What follows belongs to an exercise in optimizing a design on an open flow for small area, a short achievable clock period and few clock cycles per item; a production flow would make more cautious choices. RTL that was checked went through simulation tests only; none was proved equivalent to the original.

==> inputs of v28 <==
// mult
module mult(
  input  reset,
  input  clk,
  input  [31:0] a_in,
  input  [31:0] b_in,
  input  start,
  output logic [63:0] product,
  output logic done);
==> flow/config.mk <==
export PLATFORM = sky130hd
export DESIGN_NAME = mult
export DESIGN_NICKNAME = mult
export VERILOG_FILES = /design/flow/design.v
export SDC_FILE = /design/flow/constraint.sdc
export NUM_CORES = 4
export LEC_CHECK = 0
export CAP_MARGIN = 20
export CORE_MARGIN = 2
export CORE_UTILIZATION = 60
export GPL_TIMING_DRIVEN = 0
export PLACE_DENSITY = 0.75
export SLEW_MARGIN = 20
export SYNTH_HIERARCHICAL = 1
==> flow/constraint.sdc <==
create_clock -name core_clock -period 3.5 [get_ports {clk}]
set_input_delay 0.7000 -clock core_clock [delete_from_list [all_inputs] [get_ports {clk}]]
set_output_delay 0.7000 -clock core_clock [all_outputs]
set_load 0.01 [all_outputs]
standard.sh (not shown) runs the stock make flow with config.mk's settings and CLKGATE_MAP_FILE= SYNTH_SCRIPT=/design/flow/synth_recipe.tcl, a recipe that flattens the netlist after the stock synthesis.
==> flow/flow/run.sh <==
#!/bin/bash
set -euo pipefail
export BUFFER_PORTS_ARGS="-buffer_cell sky130_fd_sc_hd__buf_4"
bash standard.sh > standard_flow.log 2>&1
==> v13: changes against v28 <==
--- a/flow/design.v
+++ b/flow/design.v
@@ -410,44 +410,44 @@
   mult_fa u_t10 (.a(pp2[3]), .b(pp3[1]), .c(t14), .s(t21), .co(t22));
   mult_fa u_t11 (.a(t19), .b(t16), .c(t21), .s(t23), .co(t24));
   mult_fx u_t12 (.a(ng[4]), .b(pp4[0]), .c(accc[8]), .s(t25), .co(t26));
   mult_fa u_t13 (.a(t25), .b(pp0[8]), .c(pp1[6]), .s(t27), .co(t28));
   mult_fa u_t14 (.a(pp2[4]), .b(pp3[2]), .c(t20), .s(t29), .co(t30));
   mult_fa u_t15 (.a(t27), .b(t29), .c(t22), .s(t31), .co(t32));
   mult_ha u_t16 (.a(pp4[1]), .b(accs[9]), .s(t33), .co(t34));
-  mult_fx u_t17 (.a(accc[9]), .b(t33), .c(pp0[9]), .s(t35), .co(t36));
+  mult_fa u_t17 (.a(accc[9]), .b(t33), .c(pp0[9]), .s(t35), .co(t36));
   mult_fa u_t18 (.a(pp1[7]), .b(pp2[5]), .c(pp3[3]), .s(t37), .co(t38));
   mult_fx u_t19 (.a(t26), .b(t35), .c(t28), .s(t39), .co(t40));
   mult_fa u_t20 (.a(t37), .b(t30), .c(t39), .s(t41), .co(t42));
-  mult_fx u_t21 (.a(ng[5]), .b(pp4[2]), .c(pp5[0]), .s(t43), .co(t44));
+  mult_fa u_t21 (.a(ng[5]), .b(pp4[2]), .c(pp5[0]), .s(t43), .co(t44));
   mult_fx u_t22 (.a(accs[10]), .b(accc[10]), .c(t43), .s(t45), .co(t46));
   mult_fa u_t23 (.a(t34), .b(pp0[10]), .c(pp1[8]), .s(t47), .co(t48));
   mult_fa u_t24 (.a(pp2[6]), .b(pp3[4]), .c(t45), .s(t49), .co(t50));
   mult_fx u_t25 (.a(t36), .b(t38), .c(t47), .s(t51), .co(t52));
   mult_fa u_t26 (.a(t49), .b(t40), .c(t51), .s(t53), .co(t54));
   mult_ha u_t27 (.a(pp4[3]), .b(pp5[1]), .s(t55), .co(t56));
   mult_fa u_t28 (.a(accc[11]), .b(t55), .c(t44), .s(t57), .co(t58));
   mult_fa u_t29 (.a(pp0[11]), .b(pp1[9]), .c(pp2[7]), .s(t59), .co(t60));
   mult_fa u_t30 (.a(pp3[5]), .b(t57), .c(t46), .s(t61), .co(t62));
   mult_fx u_t31 (.a(t48), .b(t59), .c(t50), .s(t63), .co(t64));
-  mult_fx u_t32 (.a(t61), .b(t52), .c(t63), .s(t65), .co(t66));
+  mult_fa u_t32 (.a(t61), .b(t52), .c(t63), .s(t65), .co(t66));
   mult_fx u_t33 (.a(pp4[4]), .b(pp5[2]), .c(accs[12]), .s(t67), .co(t68));
   mult_fx u_t34 (.a(accc[12]), .b(t56), .c(t67), .s(t69), .co(t70));
   mult_fa u_t35 (.a(pp0[12]), .b(pp1[10]), .c(pp2[8]), .s(t71), .co(t72));
   mult_fx u_t36 (.a(pp3[6]), .b(t69), .c(t58), .s(t73), .co(t74));
   mult_fx u_t37 (.a(t60), .b(t71), .c(t73), .s(t75), .co(t76));
   mult_fx u_t38 (.a(t62), .b(t75), .c(t64), .s(t77), .co(t78));
   mult_fx u_t39 (.a(pp4[5]), .b(pp5[3]), .c(accs[13]), .s(t79), .co(t80));
   mult_fx u_t40 (.a(accc[13]), .b(t79), .c(pp0[13]), .s(t81), .co(t82));
   mult_fa u_t41 (.a(pp1[11]), .b(pp2[9]), .c(pp3[7]), .s(t83), .co(t84));
-  mult_fx u_t42 (.a(t68), .b(t70), .c(t81), .s(t85), .co(t86));
+  mult_fa u_t42 (.a(t68), .b(t70), .c(t81), .s(t85), .co(t86));
   mult_fx u_t43 (.a(t72), .b(t83), .c(t74), .s(t87), .co(t88));
-  mult_fx u_t44 (.a(t85), .b(t87), .c(t76), .s(t89), .co(t90));
+  mult_fa u_t44 (.a(t85), .b(t87), .c(t76), .s(t89), .co(t90));
   mult_fx u_t45 (.a(pp4[6]), .b(pp5[4]), .c(accs[14]), .s(t91), .co(t92));
-  mult_fx u_t46 (.a(accc[14]), .b(t91), .c(pp0[14]), .s(t93), .co(t94));
+  mult_fa u_t46 (.a(accc[14]), .b(t91), .c(pp0[14]), .s(t93), .co(t94));
   mult_fa u_t47 (.a(pp1[12]), .b(pp2[10]), .c(pp3[8]), .s(t95), .co(t96));
   mult_fa u_t48 (.a(t80), .b(t93), .c(t82), .s(t97), .co(t98));
   mult_fx u_t49 (.a(t84), .b(t95), .c(t86), .s(t99), .co(t100));
   mult_fx u_t50 (.a(t97), .b(t99), .c(t88), .s(t101), .co(t102));
   mult_fx u_t51 (.a(pp4[7]), .b(pp5[5]), .c(accs[15]), .s(t103), .co(t104));
   mult_fx u_t52 (.a(accc[15]), .b(t103), .c(pp0[15]), .s(t105), .co(t106));
   mult_fa u_t53 (.a(pp1[13]), .b(pp2[11]), .c(pp3[9]), .s(t107), .co(t108));
@@ -559,37 +559,37 @@
   mult_fa u_t159 (.a(ns[0]), .b(pp4[25]), .c(pp5[23]), .s(t319), .co(t320));
   mult_fx u_t160 (.a(accs[33]), .b(accc[33]), .c(t319), .s(t321), .co(t322));
   mult_fa u_t161 (.a(pp1[31]), .b(pp2[29]), .c(pp3[27]), .s(t323), .co(t324));
   mult_fx u_t162 (.a(t308), .b(t321), .c(t310), .s(t325), .co(t326));
   mult_fx u_t163 (.a(t312), .b(t323), .c(t325), .s(t327), .co(t328));
   mult_fx u_t164 (.a(t314), .b(t327), .c(t316), .s(t329), .co(t330));
   mult_ha u_t165 (.a(pp4[26]), .b(pp5[24]), .s(t331), .co(t332));
-  mult_fx u_t166 (.a(accs[34]), .b(accc[34]), .c(t331), .s(t333), .co(t334));
+  mult_fa u_t166 (.a(accs[34]), .b(accc[34]), .c(t331), .s(t333), .co(t334));
   mult_fa u_t167 (.a(t320), .b(pp1[32]), .c(pp2[30]), .s(t335), .co(t336));
   mult_fx u_t168 (.a(pp3[28]), .b(t333), .c(t322), .s(t337), .co(t338));
   mult_fx u_t169 (.a(t324), .b(t335), .c(t337), .s(t339), .co(t340));
   mult_fx u_t170 (.a(t326), .b(t339), .c(t328), .s(t341), .co(t342));
   mult_ha u_t171 (.a(ns[1]), .b(pp4[27]), .s(t343), .co(t344));
   mult_fx u_t172 (.a(pp5[25]), .b(accs[35]), .c(accc[35]), .s(t345), .co(t346));
   mult_fx u_t173 (.a(t332), .b(t343), .c(pp2[31]), .s(t347), .co(t348));
   mult_fx u_t174 (.a(pp3[29]), .b(t345), .c(t334), .s(t349), .co(t350));
   mult_fa u_t175 (.a(t347), .b(t336), .c(t349), .s(t351), .co(t352));
   mult_fx u_t176 (.a(t338), .b(t351), .c(t340), .s(t353), .co(t354));
   mult_fx u_t177 (.a(pp4[28]), .b(pp5[26]), .c(accs[36]), .s(t355), .co(t356));
   mult_fa u_t178 (.a(accc[36]), .b(t344), .c(t355), .s(t357), .co(t358));
   mult_fx u_t179 (.a(pp2[32]), .b(pp3[30]), .c(t346), .s(t359), .co(t360));
   mult_fa u_t180 (.a(t357), .b(t348), .c(t359), .s(t361), .co(t362));
-  mult_fx u_t181 (.a(t350), .b(t361), .c(t352), .s(t363), .co(t364));
+  mult_fa u_t181 (.a(t350), .b(t361), .c(t352), .s(t363), .co(t364));
   mult_ha u_t182 (.a(ns[2]), .b(pp4[29]), .s(t365), .co(t366));
   mult_fa u_t183 (.a(pp5[27]), .b(accs[37]), .c(accc[37]), .s(t367), .co(t368));
   mult_fx u_t184 (.a(t365), .b(pp3[31]), .c(t356), .s(t369), .co(t370));
-  mult_fx u_t185 (.a(t367), .b(t358), .c(t369), .s(t371), .co(t372));
+  mult_fa u_t185 (.a(t367), .b(t358), .c(t369), .s(t371), .co(t372));
   mult_fa u_t186 (.a(t360), .b(t371), .c(t362), .s(t373), .co(t374));
   mult_fx u_t187 (.a(pp4[30]), .b(pp5[28]), .c(accs[38]), .s(t375), .co(t376));
-  mult_fx u_t188 (.a(accc[38]), .b(t366), .c(t375), .s(t377), .co(t378));
+  mult_fa u_t188 (.a(accc[38]), .b(t366), .c(t375), .s(t377), .co(t378));
   mult_fa u_t189 (.a(pp3[32]), .b(t368), .c(t377), .s(t379), .co(t380));
   mult_fa u_t190 (.a(t370), .b(t379), .c(t372), .s(t381), .co(t382));
   mult_ha u_t191 (.a(ns[3]), .b(pp4[31]), .s(t383), .co(t384));
   mult_fa u_t192 (.a(pp5[29]), .b(accs[39]), .c(accc[39]), .s(t385), .co(t386));
   mult_fa u_t193 (.a(t383), .b(t376), .c(t385), .s(t387), .co(t388));
   mult_fa u_t194 (.a(t378), .b(t387), .c(t380), .s(t389), .co(t390));
   mult_fa u_t195 (.a(pp4[32]), .b(pp5[30]), .c(accs[40]), .s(t391), .co(t392));
==> flow/flow/run.sh (replaced) <==
#!/bin/bash
set -euo pipefail
export BUFFER_PORTS_ARGS="-buffer_cell sky130_fd_sc_hd__buf_2"
bash standard.sh > standard_flow.log 2>&1
==> results.txt <==
- Status: finished with violations
- Failed Checks: setup timing
- Wire per inst: 20.5 microns
- Critical-path cell list: ha_4 > a21oi_2 > o21ai_4 > a21oi_4 > o21ai_4 > a21oi_4 > buf_12 > inv_2 > a21o_1 > xor2_1 > buf_2
- Worst r2r path cells: 12
- Final worst slack: -0.00653 ns
- Clock buffers: 18
- Min cycle time layout: 3.51 ns
- Highest-count cells in the layout ignoring fill and taps: xor2_1, xnor2_1, a22oi_1
- Syn-to-layout area delta: 16.3%
- Met3 WL post-DR: 3080 microns
- Total number of vias: 15.0k
- Final setup vio count: 1
- Slowest cell on crit path: dfxtp_1
- N_diodes: 1
- Vias in the first global route: 15.5k
- Multi-input comb cells: 1,560
- Synthesized area: 0.0175 sq mm
# the run above: v13

==> results.txt <==
- Slowest cell on crit path: dfxtp_2
- Final worst slack: 0.0787 ns
- Wire per inst: 20.3 microns
- Vias in the first global route: 15.5k
- Total number of vias: 15.0k
- Final setup vio count: 0
- Status: no timing/DRC/antenna violations
- Highest-count cells in the layout ignoring fill and taps: xor2_1, xnor2_1, a22oi_1
- Critical-path cell list: ha_4 > nand2_2 > o21ai_4 > a21oi_4 > buf_12 > o21ai_4 > a21oi_4 > buf_12 > o21ai_1 > xor2_1 > buf_4
- Multi-input comb cells: 1,580
- Worst r2r path cells: 11
- Synthesized area: 0.0176 sq mm
- Min cycle time layout: 3.42 ns
- Met3 WL post-DR: 2710 microns
# the run above: v28

Testbench counts of v28, summed over its fixed seeds: cycles 9,600, items 2,400.
No functional check of the RTL was part of v13.

-- separate check: timing with driven ports --
The flow's constraints put no driver on any port. The routed layouts listed below were extracted and timed again, unchanged, in two steps.
Step 1 (the two cells are an assumption about what drives the block):
set clk [get_ports {clk}]
set_driving_cell -lib_cell sky130_fd_sc_hd__clkbuf_16 $clk
set_driving_cell -lib_cell sky130_fd_sc_hd__buf_2 [delete_from_list [all_inputs] $clk]
Step 2, shift: input delay + t, output delay - t, t = (earliest + latest rising clock arrival at the registers) / 2. This alone moves slack from input paths to output paths.
Three values: ideal, step 1, step 2; two values: the first two.
run | t (ns) | setup slack, ns | latest minus earliest clock arrival (ns) | worst register clock-pin slew, ns
v28 | 0.494 | 0.079 / 0.028 / -0.393 | 0.020 / 0.020 | 0.08 / 0.08
v13 | 0.487 | -0.007 / -0.054 / -0.360 | 0.022 / 0.022 | 0.08 / 0.08
With both steps, setup timing fails in v28, where it was met with ideal ports. For v28, which loses most, drivers alone change the setup slack by -0.051 ns; drivers and shift together by -0.472 ns.
